What follows belongs to an exercise in optimizing a design on an open flow for small area and a short achievable clock period; a production flow would make more cautious choices.
In this exercise RTL edits were held to simulation tests only and were not proved equivalent to the original.
No activity file was given, so power comes from the tool's default toggle rates.

Setup of run 1:
// top
module top (
  input         clk,
  input         rst,
  input  [31:0] a,
  input  [31:0] b,
  output [67:0] y
);
For scale: ~1400 cells after synthesis, about 130 I/O pins.
export LEC_CHECK = 0
export CAP_MARGIN = 20
export CORE_MARGIN = 2
export CORE_UTILIZATION = 40
export SLEW_MARGIN = 20
create_clock -name core_clock -period 12.0 [get_ports {clk}]
standard.sh (not shown) runs the stock make flow with config.mk's settings and CLKGATE_MAP_FILE= SYNTH_SCRIPT=/design/flow/synth_recipe.tcl, a recipe that flattens the netlist after the stock synthesis.
==> flow/flow/run.sh <==
#!/bin/bash
# Own layout flow: the standard flow, with two changes.
#  1. After the standard synthesis, polarity.py removes inverters around the full adders
#     and orders each full adder's inputs by arrival time (a netlist rewrite that keeps
#     every register and the logic function).
#  2. Input ports get buf_4 buffers (each drives 16 gates) and output ports buf_1
#     buffers, instead of the default delay-buffer cells.
# Each tool's output goes to a log file of its own in this folder.
set -euo pipefail
here=$(pwd)
R=$here/orfs/results/$FLOW_PLATFORM/top/base
bash standard.sh "$R/1_2_yosys.v" > synth.log 2>&1
cp "$R/1_2_yosys.v" "$here/1_2_yosys.std.v"
python3 flow/polarity.py "$here/1_2_yosys.std.v" "$R/1_2_yosys.v" > polarity.log 2>&1
export BUFFER_PORTS_ARGS="-inputs -buffer_cell sky130_fd_sc_hd__buf_4"
export POST_GLOBAL_PLACE_TCL="$here/flow/outbuf.tcl"
bash standard.sh > layout.log 2>&1
==> flow/flow/outbuf.tcl <==
# Buffer the output ports (the input ports were buffered before global placement).
buffer_ports -outputs -buffer_cell sky130_fd_sc_hd__buf_1
Other scripts of this flow, unchanged in this note and not shown: flow/flow/polarity.py
Run 1 went all the way through the flow, and no timing, DRC or antenna check failed.
diff inputs: run 1 => run 2
- swapping 20 for 40 in SLEW_MARGIN
-- flow/flow/run.sh --
<<< run 1, line 4
#     and orders each full adder's inputs by arrival time (a netlist rewrite that keeps
#     every register and the logic function).
#  2. Input ports get buf_4 buffers (each drives 16 gates) and output ports buf_1
#     buffers, instead of the default delay-buffer cells.
>>> run 2, line 4
#     (a netlist rewrite that keeps every register and the logic function).
#  2. Port buffers are buf_2 cells instead of the default delay-buffer cells.
<<< run 1, line 15
export BUFFER_PORTS_ARGS="-inputs -buffer_cell sky130_fd_sc_hd__buf_4"
export POST_GLOBAL_PLACE_TCL="$here/flow/outbuf.tcl"
>>> run 2, line 13
export BUFFER_PORTS_ARGS="-buffer_cell sky130_fd_sc_hd__buf_2"
removed: flow/flow/outbuf.tcl
==> comparison <==
As of run 2, wire length had fallen slightly compared to run 1.
In run 2, least setup slack across all paths after layout is lower than in run 1.
Non-clock buffer count essentially unchanged between run 1 and run 2.
Maximum clock frequency: run 2 vs run 1 down 4.8 MHz
Worst setup timing slack at the placement stage for run 2: 0.12 ns down relative to run 1
> inputs changed (run 2 -> run 3)
- SLEW_MARGIN changed from 40 to 70
-- flow/flow/run.sh --
<<< run 2, line 4
#     (a netlist rewrite that keeps every register and the logic function).
#  2. Port buffers are buf_2 cells instead of the default delay-buffer cells.
>>> run 3, line 4
#     and orders each full adder's inputs by arrival time (a netlist rewrite that keeps
#     every register and the logic function).
#  2. Input ports get buf_4 buffers (each drives 16 gates) and output ports buf_1
#     buffers, instead of the default delay-buffer cells.
<<< run 2, line 13
export BUFFER_PORTS_ARGS="-buffer_cell sky130_fd_sc_hd__buf_2"
>>> run 3, line 15
export BUFFER_PORTS_ARGS="-inputs -buffer_cell sky130_fd_sc_hd__buf_4"
export POST_GLOBAL_PLACE_TCL="$here/flow/outbuf.tcl"
==> flow/flow/outbuf.tcl (new file) <==
# Buffer the output ports (the input ports were buffered before global placement).
buffer_ports -outputs -buffer_cell sky130_fd_sc_hd__buf_1
--- outcome ---
- Run 3: all stages complete, timing, DRC and antenna checks passed
- Wire length per cell after detailed routing: run 3 > run 2
- The higher part of the power in registers of run 2 and run 3 is in run 3.
- NOTE non-clock buffer count run 2->run 3 increased slightly


Starting RTL as in the previous note.
Settings: LEC_CHECK=0, CAP_MARGIN=20, CORE_MARGIN=2, CORE_UTILIZATION=40, SLEW_MARGIN=40; clock period 12.0 ns.
==> flow/flow/run.sh <==
#!/bin/bash
# Own layout flow: the standard flow, with two changes.
#  1. After the standard synthesis, polarity.py removes inverters around the full adders
#     and orders each full adder's inputs by arrival time (a netlist rewrite that keeps
#     every register and the logic function).
#  2. Input ports get buf_4 buffers (each drives 16 gates) and output ports buf_1
#     buffers, instead of the default delay-buffer cells.
# Each tool's output goes to a log file of its own in this folder.
set -euo pipefail
here=$(pwd)
R=$here/orfs/results/$FLOW_PLATFORM/top/base
bash standard.sh "$R/1_2_yosys.v" > synth.log 2>&1
cp "$R/1_2_yosys.v" "$here/1_2_yosys.std.v"
python3 flow/polarity.py "$here/1_2_yosys.std.v" "$R/1_2_yosys.v" > polarity.log 2>&1
export BUFFER_PORTS_ARGS="-inputs -buffer_cell sky130_fd_sc_hd__buf_4"
export POST_GLOBAL_PLACE_TCL="$here/flow/outbuf.tcl"
bash standard.sh > layout.log 2>&1
==> flow/flow/outbuf.tcl <==
# Buffer the output ports (the input ports were buffered before global placement).
buffer_ports -outputs -buffer_cell sky130_fd_sc_hd__buf_1
Other scripts of this flow, unchanged in this note and not shown: flow/flow/polarity.py
Next try:
--- a/flow/config.mk
+++ b/flow/config.mk
@@ -10,0 +11 @@
+export GPL_TIMING_DRIVEN = 0
=> Sequential power barely changes; worst setup slack got worse by 0.65 ns; wire length goes up by 20%; count of clock-buffer cells in the layout goes down by 1; clock power stays flat; combinational power goes up by about 4%; non-clock buffer count goes up by 92; critical path depth goes up by 1.
Next try:
--- a/flow/flow/run.sh
+++ b/flow/flow/run.sh
@@ -4,4 +4,2 @@
-#     and orders each full adder's inputs by arrival time (a netlist rewrite that keeps
-#     every register and the logic function).
-#  2. Input ports get buf_4 buffers (each drives 16 gates) and output ports buf_1
-#     buffers, instead of the default delay-buffer cells.
+#     (a netlist rewrite that keeps every register and the logic function).
+#  2. Port buffers are buf_2 cells instead of the default delay-buffer cells.
@@ -15,2 +13 @@
-export BUFFER_PORTS_ARGS="-inputs -buffer_cell sky130_fd_sc_hd__buf_4"
-export POST_GLOBAL_PLACE_TCL="$here/flow/outbuf.tcl"
+export BUFFER_PORTS_ARGS="-buffer_cell sky130_fd_sc_hd__buf_2"
--- a/flow/config.mk
+++ b/flow/config.mk
@@ -11,2 +11 @@
-export GPL_TIMING_DRIVEN = 0
-export SLEW_MARGIN = 40
+export SLEW_MARGIN = 70
removed: flow/flow/outbuf.tcl
=> Cell area went down by 2.7%; synthesized cell count stays the same; utilization went down by 1.2 points; worst setup slack improves by 0.53 ns; via count went down by 5.5%; sequential cell count does not change; fmax went up by 9.6%.

separate check: timing with driven ports:
The results above use ideal ports. As a check the final layouts listed here were re-extracted and re-timed, cells and wires unchanged.
Step 1 assumes that a clkbuf_16 drives the clock port and a buf_2 every other input.
Step 2 times the ports against the registers' clock, not the clock port: input delays grow and output delays shrink by t, the midpoint of the rising clock arrivals with the driver on.
Slacks: ideal / step 1 / step 2; pairs: ideal / step 1.
| run | shift t [ns] | setup WS [ns] | worst register clock-pin slew, ns |
|---|---|---|---|
| run 1 | 0.418 | 6.649 / 6.630 / 6.212 | 0.09 / 0.09 |
| run 2 | 0.421 | 6.508 / 6.504 / 6.083 | 0.07 / 0.07 |
| run 3 | 0.417 | 6.644 / 6.635 / 6.217 | 0.09 / 0.09 |
| the first run of note 2 | 0.419 | 6.643 / 6.631 / 6.212 | 0.09 / 0.09 |
| the second run of note 2 | 0.430 | 5.990 / 6.014 / 5.584 | 0.07 / 0.07 |
| the third run of note 2 | 0.423 | 6.516 / 6.504 / 6.081 | 0.08 / 0.08 |
After both steps every run listed still meets setup and hold. The setup slack of run 1, which loses most, moves by -0.019 ns with the drivers and by -0.437 ns with both steps.
